This is an optimization exercise on Yosys and OpenROAD, whose aim is small area, not a production implementation. The RTL was checked by simulation tests, not by an equivalence proof against the original design. No driver is modelled on the clock port, so clocking that relies on it looks cheaper here than on a real chip. Power figures rest on the tool's default switching activity, not on a simulated workload.

==> run a <==
==> flow/design.v <==
`timescale 1ns / 1ps
module lfsr_tmr #(parameter N = 14, K = 0, L1V = 0, L2V = 0, TV = 0, TM = 0) (
    input  clk,
    input  l1,
    output hit
    );
    reg [N-1:0] q;
    assign hit = ((q ^ TV) & TM) == 0;
    always @(posedge clk)
        if (l1)       q <= L1V;
        else if (hit) q <= L2V;
        else          q <= {~q[N-2:0], q[N-1] ^ q[K]};
endmodule
module com_top(
    input [10:0]    iSW,
    input           clk,
    input           rst,
    input           btn,
    output          rxd_out,
    input           txd_in,
    output          cts,
    input           rts,
    output [7:0]    iSEG,
    output [7:0]    iSEGSEL,
    output [10:0]    oLED
    );
    assign cts = 1'b0;
    reg  [2:0] ss;
    reg  [3:0] r;
    reg  [7:0] rxb;
    reg        err, p;
    wire       samp;
    wire       ridle = r == 4'd3;
    wire       start = ss[2] & ~ss[1];
    wire       rxv   = r == 4'd2;
    lfsr_tmr #(.N(14),.K(0),.L1V(14'd8057),.L2V(14'd0),.TV(14'd10054),.TM(14'd6143)) rxt (clk, ridle, samp);
    always @(posedge clk) begin
        ss <= rst ? 3'b111 : {ss[1:0], txd_in};
        if (rst)                     r <= 4'd3;
        else if (ridle)              r <= start ? 4'd7 : 4'd3;
        else if (samp | rxv)         r <= r + 4'd1;
        p <= ridle ? 1'b0 : p ^ (samp & txd_in);
        if (rst)
            err <= 1'b0;
        else if (samp & ((r == 4'd7 & txd_in) | (r == 4'd0 & ~(p ^ txd_in)) | (r == 4'd1 & ~txd_in)))
            err <= 1'b1;
    end
    genvar gi;
    generate for (gi = 0; gi < 8; gi = gi + 1) begin : rb
        always @(posedge clk)
            if (rst | (ridle & start))              rxb[gi] <= 1'b0;
            else if (samp & (r == 4'd8 + gi))       rxb[gi] <= txd_in;
    end endgenerate
    reg  [7:0] mydata;
    reg  [7:0] slot0, slot1, slot2, slot3;
    reg  [1:0] rxp, txp;      
    reg        ovf;
    reg  [3:0] s;
    reg        pt;
    wire       tick;
    wire       tidle = s == 4'd4;
    wire       full  = txp == rxp;
    wire       empty = txp + 2'd1 == rxp;
    wire [7:0] tdat  = txp[1] ? (txp[0] ? slot3 : slot2) : (txp[0] ? slot1 : slot0);
    wire [3:0] bsel = {slot3[s[2:0]], slot2[s[2:0]], slot1[s[2:0]], slot0[s[2:0]]};
    wire       dbit  = bsel[txp];
    lfsr_tmr #(.N(14),.K(0),.L1V(14'd14230),.L2V(14'd0),.TV(14'd10054),.TM(14'd6143)) txt (clk, rst, tick);
    always @(posedge clk) begin
        if (rst) begin
            mydata <= 8'd0;
            rxp <= 2'd0;
            txp <= 2'd3;
            ovf <= 1'b0;
        end
        else if (rxv) begin
            mydata <= rxb;
            if (!full) begin
                case (rxp)
                    2'd0: slot0 <= rxb;
                    2'd1: slot1 <= rxb;
                    2'd2: slot2 <= rxb;
                    default: slot3 <= rxb;
                endcase
                rxp <= rxp + 2'd1;
                ovf <= 1'b0;
            end
            else
                ovf <= 1'b1;
        end
        else if (!empty & tidle) begin
            txp <= txp + 2'd1;
            ovf <= 1'b0;
        end
        if (rst)                      s <= 4'd4;
        else if (tidle)               s <= (!rxv & !empty) ? 4'd5 : 4'd4;
        else if (tick)                s <= (s == 4'd1) ? 4'd4 : s + 4'd1;
        pt <= s[3] ? pt ^ (tick & dbit) : (s == 4'd0) ? pt : 1'b1;
    end
    assign rxd_out = s[3] ? dbit : (s == 4'd7) ? 1'b0 : (s == 4'd0) ? pt : 1'b1;
    reg  [1:0] sel;
    wire       dtick;
    lfsr_tmr #(.N(17),.K(1),.L1V(17'd118479),.L2V(17'd84301),.TV(17'd98274),.TM(17'd131051)) dpt (clk, rst, dtick);
    always @(posedge clk)
        sel <= rst ? 2'd0 : sel + {1'b0, dtick};
    wire [3:0] nib = sel[1] ? 4'd0 : sel[0] ? mydata[7:4] : mydata[3:0];
    reg  [6:0] seg;
    always @(*)
        case (nib)
            4'd0: seg = 7'h40;  4'd1: seg = 7'h79;  4'd2: seg = 7'h24;  4'd3: seg = 7'h30;
            4'd4: seg = 7'h19;  4'd5: seg = 7'h12;  4'd6: seg = 7'h02;  4'd7: seg = 7'h78;
            4'd8: seg = 7'h00;  4'd9: seg = 7'h10;  4'd10: seg = 7'h08; 4'd11: seg = 7'h03;
            4'd12: seg = 7'h46; 4'd13: seg = 7'h21; 4'd14: seg = 7'h06; default: seg = 7'h0e;
        endcase
    assign iSEG    = {1'b1, seg};
    assign iSEGSEL = {4'b1111, ~(4'b0001 << sel)};
    assign oLED    = {ovf, err, rxb, rxd_out};
endmodule
==> flow/flow/run.sh <==
#!/bin/bash
# The standard ORFS layout, with these knobs changed:
#  - synthesis maps the logic with an area-only ABC script (flow/abc_area_map.script)
#    instead of ORFS's delay-driven one; the flip-flops are mapped by the
#    standard synthesis steps before ABC runs, so the registers are unchanged;
#  - ADDER_MAP_FILE empty: Yosys does not extract half adders (it otherwise maps
#    plain AND gates into ha cells whose sum output is unused);
#  - port buffers are buf_1 instead of clkdlybuf4s50_1;
#  - global placement is not timing driven (it only added buffers), and the
#    buffers ABC left are removed at floorplan instead;
#  - the constant outputs share one tie cell per value (no tie fanout repair);
#  - the clock tree is built by flow/mytree.tcl before CTS runs: the clock sinks are
#    split into 4 groups by position, each driven by one clock buffer fed from the
#    clock port; CTS is then told to leave those nets alone.
# make's full output goes to make_finish.log; ORFS keeps each step's log in orfs/logs.
set -euo pipefail
export MY_NCLK=4 MY_CLKBUF=sky130_fd_sc_hd__clkbuf_16
rm -rf scripts_local
cp -r "$FLOW_HOME/scripts" scripts_local
cp flow/abc_area_map.script scripts_local/abc_speed.script
bash standard.sh \
  SCRIPTS_DIR="$PWD/scripts_local" \
  ADDER_MAP_FILE= \
  REMOVE_ABC_BUFFERS=1 \
  SKIP_REPAIR_TIE_FANOUT=1 \
  BUFFER_PORTS_ARGS="-buffer_cell sky130_fd_sc_hd__buf_1" \
  CTS_ARGS="-buf_list sky130_fd_sc_hd__clkbuf_16 -dont_use_dummy_load" \
  PRE_CTS_TCL="$PWD/flow/mytree.tcl" \
  finish > make_finish.log 2>&1
==> flow/flow/abc_area_map.script <==
strash
dch -f
map -a -B 0
==> flow/flow/mytree.tcl <==
# Manual clock tree: k-means the clock sinks into NCLK groups by position and
# give each group one clock buffer driven straight from the clock port.
set nclk [expr {[info exists ::env(MY_NCLK)] ? $::env(MY_NCLK) : 4}]
set bufm [expr {[info exists ::env(MY_CLKBUF)] ? $::env(MY_CLKBUF) : "sky130_fd_sc_hd__clkbuf_16"}]
set block [ord::get_db_block]
set db [ord::get_db]
set master [$db findMaster $bufm]
set clknet [$block findNet clk]
set sinks {}
foreach it [$clknet getITerms] {
  set inst [$it getInst]
  lassign [$inst getLocation] x y
  set x [expr {$x + [[$inst getMaster] getWidth] / 2}]
  lappend sinks [list $it $x $y]
}
set n [llength $sinks]
puts "mytree: $n sinks, $nclk buffers of $bufm"
# k-means, seeded with sinks spread along x
set sorted [lsort -integer -index 1 $sinks]
set cent {}
for {set g 0} {$g < $nclk} {incr g} {
  set s [lindex $sorted [expr {int(($g + 0.5) * $n / $nclk)}]]
  lappend cent [list [lindex $s 1] [lindex $s 2]]
}
for {set iter 0} {$iter < 50} {incr iter} {
  set asg {}
  foreach s $sinks {
    set best 0; set bd 1e30
    for {set g 0} {$g < $nclk} {incr g} {
      lassign [lindex $cent $g] cx cy
      set d [expr {abs([lindex $s 1] - $cx) + abs([lindex $s 2] - $cy)}]
      if {$d < $bd} { set bd $d; set best $g }
    }
    lappend asg $best
  }
  set new {}
  for {set g 0} {$g < $nclk} {incr g} {
    set sx 0; set sy 0; set c 0
    foreach s $sinks a $asg { if {$a == $g} { set sx [expr {$sx + [lindex $s 1]}]; set sy [expr {$sy + [lindex $s 2]}]; incr c } }
    if {$c > 0} { lappend new [list [expr {$sx / $c}] [expr {$sy / $c}]] } else { lappend new [lindex $cent $g] }
  }
  set cent $new
}
set skip {}
for {set g 0} {$g < $nclk} {incr g} {
  lassign [lindex $cent $g] cx cy
  set inst [odb::dbInst_create $block $master "myclkbuf_$g"]
  $inst setLocation [expr {int($cx)}] [expr {int($cy)}]
  $inst setPlacementStatus PLACED
  set net [odb::dbNet_create $block "myclknet_$g"]
  $net setSigType CLOCK
  set c 0
  foreach s $sinks a $asg { if {$a == $g} { set it [lindex $s 0]; $it disconnect; $it connect $net; incr c } }
  [$inst findITerm A] connect $clknet
  [$inst findITerm X] connect $net
  puts "mytree: buffer $g at $cx $cy drives $c sinks"
  lappend skip "myclknet_$g"
}
lappend skip clk
set_cts_config -skip_nets $skip
==> flow/standard.sh <==
#!/bin/bash
# synth_recipe.tcl (not shown) runs the flow's synth.tcl, then flattens the netlist and writes it again
# the make line also repeats each setting of config.mk as NAME=value (left out here)
make -C /OpenROAD-flow-scripts/flow DESIGN_CONFIG=/design/flow/config.mk WORK_HOME=/design/flow/orfs CLKGATE_MAP_FILE= SYNTH_SCRIPT=/design/flow/synth_recipe.tcl "${@:-finish}"
==> flow/config.mk <==
export PLATFORM = sky130hd
export DESIGN_NAME = com_top
export DESIGN_NICKNAME = com_top
export VERILOG_FILES = /design/flow/design.v
export SDC_FILE = /design/flow/constraint.sdc
export NUM_CORES = 4
export LEC_CHECK = 0
export CAP_MARGIN = 0
export CORE_MARGIN = 2
export CORE_UTILIZATION = 60
export GPL_TIMING_DRIVEN = 0
export SLEW_MARGIN = 0
==> flow/constraint.sdc <==
create_clock -name core_clock -period 10.0 [get_ports {clk}]
set_input_delay 2.0000 -clock core_clock [delete_from_list [all_inputs] [get_ports {clk}]]
set_output_delay 2.0000 -clock core_clock [all_outputs]
set_load 0.01 [all_outputs]
==> run b: changes against run a <==
--- a/flow/design.v
+++ b/flow/design.v
@@ -54,3 +54,3 @@
     reg  [7:0] mydata;
-    reg  [7:0] slot0, slot1, slot2, slot3;
+    reg  [7:0] slot [0:3];
     reg  [1:0] rxp, txp;      
@@ -63,5 +63,4 @@
     wire       empty = txp + 2'd1 == rxp;
-    wire [7:0] tdat  = txp[1] ? (txp[0] ? slot3 : slot2) : (txp[0] ? slot1 : slot0);
-    wire [3:0] bsel = {slot3[s[2:0]], slot2[s[2:0]], slot1[s[2:0]], slot0[s[2:0]]};
-    wire       dbit  = bsel[txp];
+    wire [7:0] tdat  = slot[txp];
+    wire       dbit  = tdat[s[2:0]];
     lfsr_tmr #(.N(14),.K(0),.L1V(14'd14230),.L2V(14'd0),.TV(14'd10054),.TM(14'd6143)) txt (clk, rst, tick);
@@ -77,8 +76,3 @@
             if (!full) begin
-                case (rxp)
-                    2'd0: slot0 <= rxb;
-                    2'd1: slot1 <= rxb;
-                    2'd2: slot2 <= rxb;
-                    default: slot3 <= rxb;
-                endcase
+                slot[rxp] <= rxb;
                 rxp <= rxp + 2'd1;
==> flow/flow/run.sh (replaced) <==
#!/bin/bash
# Standard ORFS layout with smaller port buffers and a leaner clock tree
# (no dummy clock loads). Synthesis is the standard synthesis, unchanged.
set -euo pipefail
bash standard.sh \
  BUFFER_PORTS_ARGS="-buffer_cell sky130_fd_sc_hd__buf_1" \
  CTS_ARGS="-sink_clustering_enable -sink_clustering_size 40 -sink_clustering_max_diameter 200 -buf_list sky130_fd_sc_hd__clkbuf_8 -dont_use_dummy_load" \
  finish > make_finish.log 2>&1
- CAP_MARGIN: 0 -> 20
- CORE_UTILIZATION: 60 -> 40
- GPL_TIMING_DRIVEN: 0 -> unset
- SLEW_MARGIN: 0 -> 20
removed: flow/flow/abc_area_map.script
removed: flow/flow/mytree.tcl
==> run summary <==
|  | run a | run b |
|---|---|---|
| Result of the run | timing/DRC/antenna clean | timing/DRC/antenna clean |
| Synth Instances | 433 | 426 |
| Multi-input gate area in the final layout | 0.001375 mm2 | 0.001883 mm2 |
| Area of the die | 0.007670 mm2 | 0.01269 mm2 |
| Final std cells w/o fill | 549 | 585 |
| Sequential cell area | 0.002603 mm2 | 0.002643 mm2 |
| Arrival time of data at the critical path endpoint | 4.34 ns | 2.71 ns |
| Cell Count Post-Placement | 545 | 568 |
| Total number of multi-input combinational cells | 266 | 270 |
| Number of non-clock inverters | 44 | 13 |
| Placeable core region | 0.006794 mm2 | 0.01147 mm2 |
| Routed length on met1 | 3.856 mm | 3.947 mm |
| Share of layout cells above drive strength 1 | 1.766% | 9.955% |
| Clock share of power | 17.1% | 32.6% |
| Depth of the critical timing path with buffers and inverters included | 4 | 6 |
| Actual transition at the worst max-transition pin | 1.033 ns | 0.8535 ns |
| Share of the synthesized area in compound gates (AO/OA/AOI/OAI) | 16.42% | 7.128% |
| Register-to-register path setup slack | 6.88 ns | 7.60 ns |
| Sequential portion of the cell area | 58.39% | 51.92% |
| Arithmetic-cell share of the synthesized area counting full adders, half adders and majority gates | 0% | 3.975% |
| Synth Area in Simple Gates | 14.30% | 17.91% |

## what the ideal ports hide
No port has a modelled driver above. Below, the same layouts with a new extraction and two added sets of constraints.
Step 1 assumes that a clkbuf_16 drives the clock port and a buf_2 every other input.
Step 2 moves the port delays by t, midway between the first and last clock arrival at a register: inputs arrive t later, outputs are due t later. That takes back most of the time a late clock gives input paths.
Three values: no drivers, after step 1, after step 2; two values: the first two.
| run | t (ns) | setup slack, ns | worst setup path at the end | clock arrival spread, ns | slew at the worst register clock pin (ns) |
|---|---|---|---|---|---|
| run a | 0.236 | 5.686 / 5.731 / 5.495 | input to register | 0.019 / 0.019 | 0.11 / 0.11 |
| run b | 0.445 | 5.294 / 5.261 / 5.706 | register to output | 0.018 / 0.018 | 0.06 / 0.06 |
After both steps setup and hold are still met in every run listed. The setup slack of run a, which loses most, moves by +0.045 ns with the drivers and by -0.191 ns with both steps.
